From an optimization exercise on the open Yosys and OpenROAD flow, aimed at small area; shortcuts taken in it are not production practice.
Only simulation tests tie the RTL to the original design; equivalence was not proved.
No driver is modelled on the clock port, so clocking that relies on it looks cheaper here than on a real chip.

Setup of lane 1:
// top_module
module top_module(clk, reset, led, player1_button, player2_button, squash_switch, AN_Out, C_Out);
Size in the first run: roughly 36 I/O pins.
export LEC_CHECK = 0
export CAP_MARGIN = 20
export CORE_MARGIN = 2
export CORE_UTILIZATION = 65
export SLEW_MARGIN = 20
create_clock -name core_clock -period 10.0 [get_ports {clk}]
standard.sh (not shown) runs the stock make flow with config.mk's settings and CLKGATE_MAP_FILE= SYNTH_SCRIPT=/design/flow/synth_recipe.tcl, a recipe that flattens the netlist after the stock synthesis.
==> flow/flow/run.sh <==
#!/bin/bash
# Own layout flow: the standard synthesis, then the combinational logic
# of its netlist re-mapped for area with ABC (every flip-flop instance is
# kept as it is; several ABC seeds run side by side and the smallest
# netlist is kept), then the standard layout steps with buf_1 port buffers
# and a clock tree without dummy loads whose buffers are then sized down. Each tool's output goes to a log
# file of its own in the work folder.
set -euo pipefail
W=$PWD
R=$W/orfs/results/$FLOW_PLATFORM/top_module/base
LIB=$FLOW_HOME/platforms/$FLOW_PLATFORM/lib/sky130_fd_sc_hd__tt_025C_1v80.lib

# 1. standard synthesis (the standard flow's own script, unchanged)
bash standard.sh "$R/1_2_yosys.v" > "$W/std_synth.log" 2>&1
cp "$R/1_2_yosys.v" "$W/std_synth.v"

# 2. re-map the combinational logic with a few ABC seeds
SEEDS="1 2 3 4"
for s in $SEEDS; do
  sed "s/@SEED@/$s/" "$W/flow/area.abc" > "$W/area_$s.abc"
  LIB="$LIB" IN="$W/std_synth.v" OUT="$W/resynth_$s.v" ABCSCRIPT="$W/area_$s.abc" \
    DONT_USE="$(cat "$W/flow/dont_use.txt")" \
    yosys -c "$W/flow/resynth.tcl" > "$W/resynth_$s.log" 2>&1 &
done
wait
best=""; barea=""
for s in $SEEDS; do
  a=$(awk '/Chip area/ {print $NF}' "$W/resynth_$s.v.stat")
  echo "seed $s area $a" >> "$W/resynth_pick.log"
  if [[ -z "$best" ]] || awk -v a="$a" -v b="$barea" 'BEGIN {exit !(a < b)}'; then best=$s; barea=$a; fi
done
echo "picked seed $best ($barea)" >> "$W/resynth_pick.log"
cp "$W/resynth_$best.v" "$R/1_2_yosys.v"
touch "$R/1_2_yosys.v"

# 3. the rest of the standard flow
export BUFFER_PORTS_ARGS="-buffer_cell sky130_fd_sc_hd__buf_1"
export CTS_ARGS="$(cat "$W/flow/cts_args.txt")"
# after clock_tree_synthesis: resize the clock buffers (flow/cts_opt.tcl)
export POST_CTS_TCL="$W/flow/cts_opt.tcl"
export CTS_MERGE=1
export CTS_SLEW_TARGET=0.100
bash standard.sh > "$W/layout.log" 2>&1
Other scripts of this flow, unchanged in this note and not shown: flow/flow/area.abc, flow/flow/cts_args.txt, flow/flow/cts_opt.tcl, flow/flow/dont_use.txt, flow/flow/resynth.tcl
Lane 1 was carried through to the last stage, and its layout satisfied the timing, design-rule and antenna checks.
## Diff of input files: lane 2 against lane 1
--- a/flow/design.v
+++ b/flow/design.v
@@ -17,19 +17,19 @@
         3'd2: start = 9'b101100110;    
         3'd3: start = 9'b000000010;    
         3'd4: start = 9'b110000010;    
         3'd5: start = 9'b010010100;    
         3'd6: start = 9'b101000100;    
         3'd7: start = 9'b010101110;    
         default: start = 9'b0;
     endcase
 end
-wire wrap = ({cnt[8:6], cnt[4:0]} == {END[8:6], END[4:0]});
+wire wrap = (cnt == END);
 assign tick = wrap && !half;
 wire [2:0] hsel = rst ? 3'd0 : hit_next;
 wire load = wrap || rst;
 always @(posedge clk_in) begin
     half <= !rst && (half ^ wrap);
     if (load)
         cnt <= start;
     else
         cnt <= {cnt[7:0], ~(cnt[8] ^ cnt[4])};
@@ -226,28 +226,28 @@
                         n_state = UPD2;
                         clr1 = 1;
                         clr2 = 1;
                     end
                 end
                 default: begin   
                     n_pc1 = 0;
                     n_pc2 = 0;
                     if (state == UPD1) begin
-                        n_t2s = {player2_score[0], 1'b1};
-                        if (player2_score[1]) begin
+                        n_t2s = player2_score + 1'b1;
+                        if (n_t2s == 2'd3) begin
                             n_tm2 = player2_match_score + 1'b1;
                             n_t2s = 0;
                             n_t1s = 0;
                         end
                     end
                     else begin
-                        n_t1s = {player1_score[0], 1'b1};
-                        if (player1_score[1]) begin
+                        n_t1s = player1_score + 1'b1;
+                        if (n_t1s == 2'd3) begin
                             n_tm1 = player1_match_score + 1'b1;
                             n_t1s = 0;
                             n_t2s = 0;
                         end
                     end
                     n_state = SERVE;
                     n_serve1 = ~serve1;
                 end
             endcase
@@ -366,19 +366,19 @@
     if(rst)
         clkCounter <= 0;
     else
         clkCounter <= {clkCounter[2:0], cc_fb};
 end
 endmodule
 `timescale 1ns / 1ps
 module SevenLEDDemo(clk,rst,player1_score, player2_score, player1_match_score, player2_match_score, squash_switch, AN_Out,C_Out);
 input clk,rst;
-input [1:0] player1_score;    
+input [1:0] player1_score;
 input [1:0] player2_score;
 input [2:0] player1_match_score;
 input [2:0] player2_match_score;
 input squash_switch;
 output [7:0] AN_Out;
 output [6:0] C_Out;
 localparam [3:0] BLANK = 4'b1001, CHAR_P = 4'b1101;
 reg [1:0] p1_match_last;
 reg [2:0] p2_match_last;
@@ -402,20 +402,20 @@
         else if (digit == 3'd5) n_code = 4'd1;
     end
     else if (banner2) begin
         if (digit == 3'd2) n_code = CHAR_P;
         else if (digit == 3'd1) n_code = 4'd2;
     end
     else begin
         case (digit)
             3'd7: n_code = {2'b00, p1_match_now};
-            3'd5: n_code = {2'b00, player1_score[1], player1_score[0] & !player1_score[1]};
-            3'd2: n_code = {2'b00, player2_score[1], player2_score[0] & !player2_score[1]};
+            3'd5: n_code = {2'b00, player1_score};
+            3'd2: n_code = {2'b00, player2_score};
             3'd0: n_code = {1'b0, p2_match_now};
             default: n_code = BLANK;
         endcase
     end
 end
 always @(posedge clk) begin
     code <= n_code;
     p1_match_last <= (player1_match_score[1:0] & {2{take1}}) | (p1_match_last & {2{!take1}});
     p2_match_last <= (player2_match_score & {3{take2}}) | (p2_match_last & {3{!take2}});
## What came out
The cell count of lane 2 falls short of that of lane 1 by 13. Going from lane 1 to lane 2, layout-stage area growth over the synthesis result flat; maximum frequency picked up an extra about 2.6%. [compare] base=lane 1 new=lane 2: multi-input gate share of total cell area stayed essentially flat; share of the clock period used by the worst path after layout now sits lower; layout clock buffer count closely matched the old numbers; met2 global-route usage saw little to no change; post-route cell area about even.

## port drivers added, routing unchanged
Ports are ideal in the flow. The routed layouts listed here were re-timed in OpenROAD.
Step 1, drivers: a clkbuf_16 drives clk and a buf_2 each remaining input, both assumed.
Step 2 times the ports against the registers' clock, not the clock port: input delays grow and output delays shrink by t, the midpoint of the rising clock arrivals with the driver on.
a / b / c = ideal ports / drivers / drivers and shift; a / b = the first two.
run | shift t [ns] | setup slack, ns | worst hold slack (ns) | slew at the worst register clock pin (ns) | pins driven straight from the clock port
lane 1 | 0.363 | 5.561 / 5.567 / 5.203 | 0.418 / 0.418 / 0.418 | 0.10 / 0.10 | 1
lane 2 | 0.537 | 5.673 / 5.645 / 5.360 | 0.395 / 0.395 / 0.395 | 0.09 / 0.09 | 1
After both steps setup and hold are still met in every run listed. For lane 1, which loses most, drivers alone change the setup slack by +0.006 ns; drivers and shift together by -0.358 ns.
